This is an optimization exercise on Yosys and OpenROAD, whose aim is small area, not a production implementation. RTL that was checked went through simulation tests only; none was proved equivalent to the original. Power is estimated from default activity; no workload was simulated.

==> amber <==
## programmer
module programmer (
	input 			sys_clk,
	input 			sys_nrst,
	input 			MISO,
	output			MOSI,
	output			SCK,
	output 			NSS,
	input [15:0] 	command,
	input 			out_fifo_empty,
	input [15:0]	out_fifo_rd_data,
	output			out_fifo_rd_en,
	output reg 		program_done,
	output reg 		verify_done,
	output reg 		program_error,
	output reg 		spi_violation_err,
	output reg 		spi_process_err
);
reg			tx;			 
reg			wt;			 
reg			nss_r;
reg			sck_r;
reg			mosi_r;
reg [7:0]	tm;			 
reg [3:0]	bit_cnt;	 
wire		done = bit_cnt[3] & !tx;	 
reg [7:0]	sh;			 
assign NSS  = nss_r;
assign SCK  = sck_r | nss_r;
assign MOSI = mosi_r;
reg			spi_enable;
reg			spi_wr_req;
reg [4:0]	wp, rp;
wire		fifo_empty = (wp == rp);
wire		fifo_full  = (wp[4] != rp[4]) && (wp[3:0] == rp[3:0]);
wire		fifo_rd_req;
wire		fifo_wr_req;
wire		fifo_rd_en = fifo_rd_req & !fifo_empty;
wire		fifo_wr_en = fifo_wr_req & !fifo_full;
reg			fifo_zero;	 
reg [15:0]	fifo_q;		 
reg [3:0]	cr;			 
reg [2:0]	fst;
reg [2:0]	hs;			 
reg [15:0]	fb;			 
reg [32:0]	rem;		 
reg			ones;		 
reg [15:0]	crc;
reg [3:0]	crc_cnt;
reg [4:0]	ncomp;		 
reg [2:0]	kq;			 
reg [21:0]	r0, r1, r2, r3;
reg [1:0]	ph;
reg [1:0]	cidx;		 
reg			pend_dec;	 
reg			is_one;		 
  ...
export LEC_CHECK = 0
export CAP_MARGIN = 20
export CORE_MARGIN = 2
export CORE_UTILIZATION = 70
export CTS_BUF_LIST = sky130_fd_sc_hd__clkbuf_16
export CTS_CLUSTER_DIAMETER = 150
export CTS_CLUSTER_SIZE = 25
export PLACE_DENSITY = 0.8
export SLEW_MARGIN = 20
create_clock -name core_clock -period 8.0 [get_ports {sys_clk}]
standard.sh (not shown) runs the stock make flow with config.mk's settings and CLKGATE_MAP_FILE= SYNTH_SCRIPT=/design/flow/synth_recipe.tcl, a recipe that flattens the netlist after the stock synthesis.
==> flow/flow/run.sh <==
#!/bin/bash
# The standard layout (standard.sh, unchanged synthesis) with two changes:
#  - the input and output port buffers are the smallest buffer (buf_1);
#  - clock tree synthesis adds no dummy loads.
# Each tool's full output goes to the ORFS logs under orfs/logs; make's own
# output goes to standard.log here.
export BUFFER_PORTS_ARGS="-buffer_cell sky130_fd_sc_hd__buf_1"
export CTS_ARGS="-sink_clustering_enable -repair_clock_nets -sink_clustering_size 25 -sink_clustering_max_diameter 150 -buf_list sky130_fd_sc_hd__clkbuf_16 -dont_use_dummy_load"
bash standard.sh > standard.log 2>&1
==> willow (differences from amber) <==
--- a/flow/design.v
+++ b/flow/design.v
@@ -41,34 +41,33 @@
 reg [3:0]	cr;			 
 reg [2:0]	fst;
 reg [2:0]	hs;			 
 reg [15:0]	fb;			 
 reg [32:0]	rem;		 
 reg			ones;		 
 reg [15:0]	crc;
-reg [3:0]	crc_cnt;
+reg [3:0]	cnt;		 
 reg [4:0]	ncomp;		 
 reg [2:0]	kq;			 
 reg [21:0]	r0, r1, r2, r3;
 reg [1:0]	ph;
 reg [1:0]	cidx;		 
 reg			pend_dec;	 
 reg			is_one;		 
 localparam	F_IDLE = 3'd0, F_LOAD = 3'd1, F_CRC = 3'd2, F_READ = 3'd4, F_READW = 3'd5, F_WRITE = 3'd6, F_WRITEW = 3'd7;
 wire		out_fifo_rd_req = (fst == F_READW);
 assign		out_fifo_rd_en  = out_fifo_rd_req & !out_fifo_empty;
 assign		fifo_wr_req     = (fst == F_WRITEW);
 localparam	H_W1 = 3'd0, H_W2 = 3'd1, H_W3 = 3'd2, H_CLO = 3'd3, H_CHI = 3'd4, H_CRC = 3'd5, H_DATA = 3'd6;
 wire		fifo_sync_rst = (fst == F_READ) && (hs == H_W1);
-wire		start_program = (fst == F_CRC) && (hs == H_DATA) && (crc_cnt == 4'd0) && cr[2];
+wire		start_program = (fst == F_CRC) && (hs == H_DATA) && (cnt == 4'd0) && cr[2];
 wire		crc_ok   = (crc == fb);
 wire		rem_more = !rem[32] && ((|rem[31:3]) || (rem[2:0] == 3'd7));	 
 reg [4:0]	ps;			 
 reg [1:0]	pre;		 
-reg [3:0]	cnt;		 
 reg [1:0]	dc;			 
 reg [15:0]	pb;			 
 localparam	P_IDLE = 5'd0, P_ISCEN = 5'd1, P_ISCST = 5'd2, P_FINIT = 5'd3,
 			P_CINIT = 5'd4, P_CSEL = 5'd5, P_CCHK = 5'd6, P_CSTART = 5'd7,
 			P_CRDF = 5'd8, P_DRDF = 5'd9, P_CSEND = 5'd10, P_CSET = 5'd11,
 			P_DINIT = 5'd12, P_DSCMD = 5'd13, P_DCHKW = 5'd14, P_DCHKR = 5'd15,
 			P_DSTW = 5'd16, P_DSTR = 5'd17, P_DSDUM = 5'd18, P_DRDUM = 5'd19,
@@ -101,26 +100,25 @@
 wire [3:0]	wp_prev = wp[3:0] - 1'b1;
 wire [3:0]	rp_prev = rp[3:0] - 1'b1;
 wire		mem_we  = sys_nrst && !fifo_sync_rst && fifo_wr_en;
 wire		we_now  = mem_we && (wp[0] ^ ph[0]);
 wire		rd_now  = !(rp[0] ^ ph[0]);		 
 wire [2:0]	rd_ring = rd_late ? rp_prev[3:1] : rp[3:1];
 reg [7:0]	ring_we;
-integer		ri;
+integer		ri, si;
 always @(*) begin
 	for (ri = 0; ri < 8; ri = ri + 1)
 		ring_we[ri] = (we_now && wp[3:1] == ri) || (wpend && wp_prev[3:1] == ri);
 	fifo_q = 16'b0;
 	for (ri = 0; ri < 8; ri = ri + 1)
 		fifo_q = fifo_q | (sa[ri*16 +: 16] & {16{!fifo_zero && rd_ring == ri}});
 end
-wire [15:0]	pb_eff = rd_late ? fifo_q : pb;
 wire		wait_end  = tm[7] & tm[6] & tm[3];	 
 wire		tm_end    = tm[5] & tm[3] & tm[2] & tm[1] & tm[0];	 
-wire [7:0]	pb_byte   = cnt[0] ? pb_eff[15:8] : pb_eff[7:0];
+wire [7:0]	pb_byte   = rd_late ? fifo_q[7:0] : cnt[0] ? pb[15:8] : pb[7:0];
 always @(posedge sys_clk) begin
 	if (nss_r) begin
 		sck_r <= 1'b1;
 		tm <= 0;
 		mosi_r <= 0;
 		bit_cnt <= 0;
 	end
@@ -160,32 +158,29 @@
 		pre <= R_STEP;
 		program_done <= 0;
 	end
 	else begin
 		if (tx) begin
 			if (bit_cnt[3]) begin
 				tx <= 0;
-				wt <= spi_enable;
+				wt <= 1'b1;
 			end
 		end
 		else if (wt) begin
 			if (spi_enable & spi_wr_req) begin
 				wt <= 0;
 				tx <= 1'b1;
 			end
 			else if (!spi_enable)
 				wt <= 0;
 		end
 		else begin
 			if (spi_enable) begin
 				nss_r <= 0;
-				if (spi_wr_req)
-					tx <= 1'b1;
-				else
-					wt <= 1'b1;
+				tx <= 1'b1;
 			end
 			else
 				nss_r <= 1'b1;
 		end
 		if (fifo_sync_rst) begin
 			wp <= 0;
 			rp <= 0;
@@ -200,15 +195,15 @@
 		case (fst)
 			F_IDLE: begin
 				if (cr[3:1] != 0) begin
 					hs <= H_W1;
 					kq <= 0;
 					fifo_zero <= (cr[1:0] != 2'b10);
 					crc <= 16'hffff;
-					crc_cnt <= 0;
+					cnt <= 0;
 					verify_done <= 0;
 					fst <= F_READ;
 				end
 				else
 					cr <= command[3:0];
 			end
 			F_READ, F_READW: begin
@@ -271,18 +266,18 @@
 							cr <= 0;
 							fst <= F_IDLE;
 						end
 					end
 				endcase
 			end
 			F_CRC: begin
-				crc_cnt <= crc_cnt + 1'b1;
-				if (crc_cnt == 4'd15)
+				cnt <= cnt + 1'b1;
+				if (cnt == 4'd15)
 					fst <= F_READ;
-				crc <= {1'b0, crc[15:1]} ^ ((crc[0] ^ fb[crc_cnt]) ? 16'h8408 : 16'h0000);
+				crc <= {1'b0, crc[15:1]} ^ ((crc[0] ^ fb[cnt]) ? 16'h8408 : 16'h0000);
 			end
 			F_WRITE, F_WRITEW: begin
 				if (fifo_wr_en)
 					fst <= F_READ;
 				else
 					fst <= F_WRITEW;
 			end
@@ -558,15 +553,15 @@
 	if (!sys_nrst)
 		ph <= 0;
 	else
 		ph <= ph + 1'b1;
 	if (!sys_nrst || ring_dec)
 		pend_dec <= 0;
 	sb <= sa;
-	for (ri = 0; ri < 8; ri = ri + 1)
-		sa[ri*16 +: 16] <= ring_we[ri] ? fb : sb[ri*16 +: 16];
+	for (si = 0; si < 8; si = si + 1)
+		sa[si*16 +: 16] <= ring_we[si] ? fb : sb[si*16 +: 16];
 	wpend <= sys_nrst && mem_we && !(wp[0] ^ ph[0]);
 	rd_late <= sys_nrst && fifo_rd_en && !rd_now;
 	if (rd_late)
 		pb <= fifo_q;
 end
 endmodule
==> flow/flow/run.sh (replaced) <==
#!/bin/bash
# The standard layout (standard.sh, with its standard synthesis) with
# these changes:
#  - after the standard synthesis, the logic between the registers is mapped
#    again for area by ABC (remap.ys / remap.abc); the registers are kept
#    as the standard synthesis made them (same instances, names, cell types);
#  - the input and output port buffers are the smallest buffer (buf_1);
#  - clock tree synthesis adds no dummy loads.
# Logs: standard_synth.log, remap.log, standard.log here; ORFS's own logs
# under orfs/logs.
set -euo pipefail
export BUFFER_PORTS_ARGS="-buffer_cell sky130_fd_sc_hd__buf_1"
export CTS_ARGS="-sink_clustering_enable -repair_clock_nets -sink_clustering_size 25 -sink_clustering_max_diameter 150 -buf_list sky130_fd_sc_hd__clkbuf_16 -dont_use_dummy_load"

bash standard.sh synth > standard_synth.log 2>&1

RES=orfs/results/${FLOW_PLATFORM}/programmer/base
LIB=${FLOW_HOME}/platforms/${FLOW_PLATFORM}/lib/sky130_fd_sc_hd__tt_025C_1v80.lib
YOSYS=yosys
if [ -x "${FLOW_HOME}/../tools/install/yosys/bin/yosys" ]; then
  YOSYS="${FLOW_HOME}/../tools/install/yosys/bin/yosys"
fi
DONTUSE=""
for c in $(sed -n '/^export DONT_USE_CELLS/,/^$/p' ${FLOW_HOME}/platforms/${FLOW_PLATFORM}/config.mk | tr -d '\\' | tr ' ' '\n' | grep '^sky130'); do
  DONTUSE="$DONTUSE -dont_use $c"
done
cp ${RES}/1_2_yosys.v standard_1_2_yosys.v
sed -e "s#LIBFILE#${LIB}#g" -e "s#NETLIST_IN#$(pwd)/standard_1_2_yosys.v#" \
    -e "s#NETLIST_OUT#$(pwd)/remapped_1_2_yosys.v#" -e "s#ABCSCRIPT#$(pwd)/flow/remap.abc#" \
    -e "s#DONTUSE#${DONTUSE}#" flow/remap.ys > remap_run.ys
"${YOSYS}" -s remap_run.ys > remap.log 2>&1
cp remapped_1_2_yosys.v ${RES}/1_2_yosys.v
touch ${RES}/1_2_yosys.v
rm -f ${RES}/1_synth.odb ${RES}/1_synth.sdc

bash standard.sh > standard.log 2>&1
==> flow/flow/remap.abc (new file) <==
strash
dch -f
amap
strash
dch -f
amap
strash
dch -f
amap
strash
dch -f
amap
strash
dch -f
amap
strash
dch -f
amap
strash
dch -f
amap
strash
dch -f
amap
strash
dch -f
amap
strash
dch -f
amap
topo
dnsize
==> flow/flow/remap.ys (new file) <==
# Re-map the standard synthesis's logic between its registers for area.
# The registers (dfxtp / edfxtp instances) are kept as they are, with their
# names and cell types; only the combinational cells are mapped again.
read_liberty -ignore_miss_func -ignore_miss_dir LIBFILE
read_verilog NETLIST_IN
hierarchy -top programmer
blackbox sky130_fd_sc_hd__dfxtp_1 sky130_fd_sc_hd__edfxtp_1
setattr -set keep 1 t:sky130_fd_sc_hd__dfxtp_1 t:sky130_fd_sc_hd__edfxtp_1
flatten
opt -purge
abc -liberty LIBFILE DONTUSE -script ABCSCRIPT
opt -purge
stat -liberty LIBFILE
write_verilog -noattr -nohex -nodec NETLIST_OUT
- ABC_AREA: not set -> 1
==> notes <==
Register-to-register slack: willow is worse than amber (1100 ps).
Between amber and willow, the lower non-clock buffer count is in willow (gap 2).
Of willow and amber, willow has the higher critical path depth (gap 12).
Between amber and willow, the lower synthesized cell count is in willow (gap 8.7%, measured against willow).
Against amber, the global-route usage of willow is higher by 4.0 points.
Between amber and willow, the lower die area is in willow (gap about 16%, measured against willow).
In clock power, willow and amber hardly differ.
Against willow, the combinational power of amber is smaller by about 28%.
Utilization: amber is lower than willow (2.8 points).
Of willow and amber, amber has the higher maximum frequency (gap 17%, measured against amber).
Hold slack: willow is worse than amber (36 ps).
Only the layout flow was run in amber; the RTL was not checked for function there.

[re-timing with driven ports]
Ports are ideal in the flow. The routed layouts listed here were re-timed in OpenROAD. Step 1, drivers: a clkbuf_16 drives sys_clk and a buf_2 each remaining input, both assumed. Step 2 adds t to the input delays and takes it off the output delays; t is the mean of the earliest and latest rising clock arrival at the registers after step 1. Input paths then give back, and output paths get back, about the clock's delay inside the block. Three values: no drivers, after step 1, after step 2; two values: the first two.
| run | shift t [ns] | setup slack, ns | worst data-port slew with drivers (ns) | pins driven straight from the clock port |
|---|---|---|---|---|
| amber | 0.596 | 2.721 / 2.721 / 2.721 | 0.04 | 1 |
| willow | 0.597 | 1.616 / 1.616 / 1.616 | 0.04 | 1 |
After both steps every run listed still meets setup and hold.
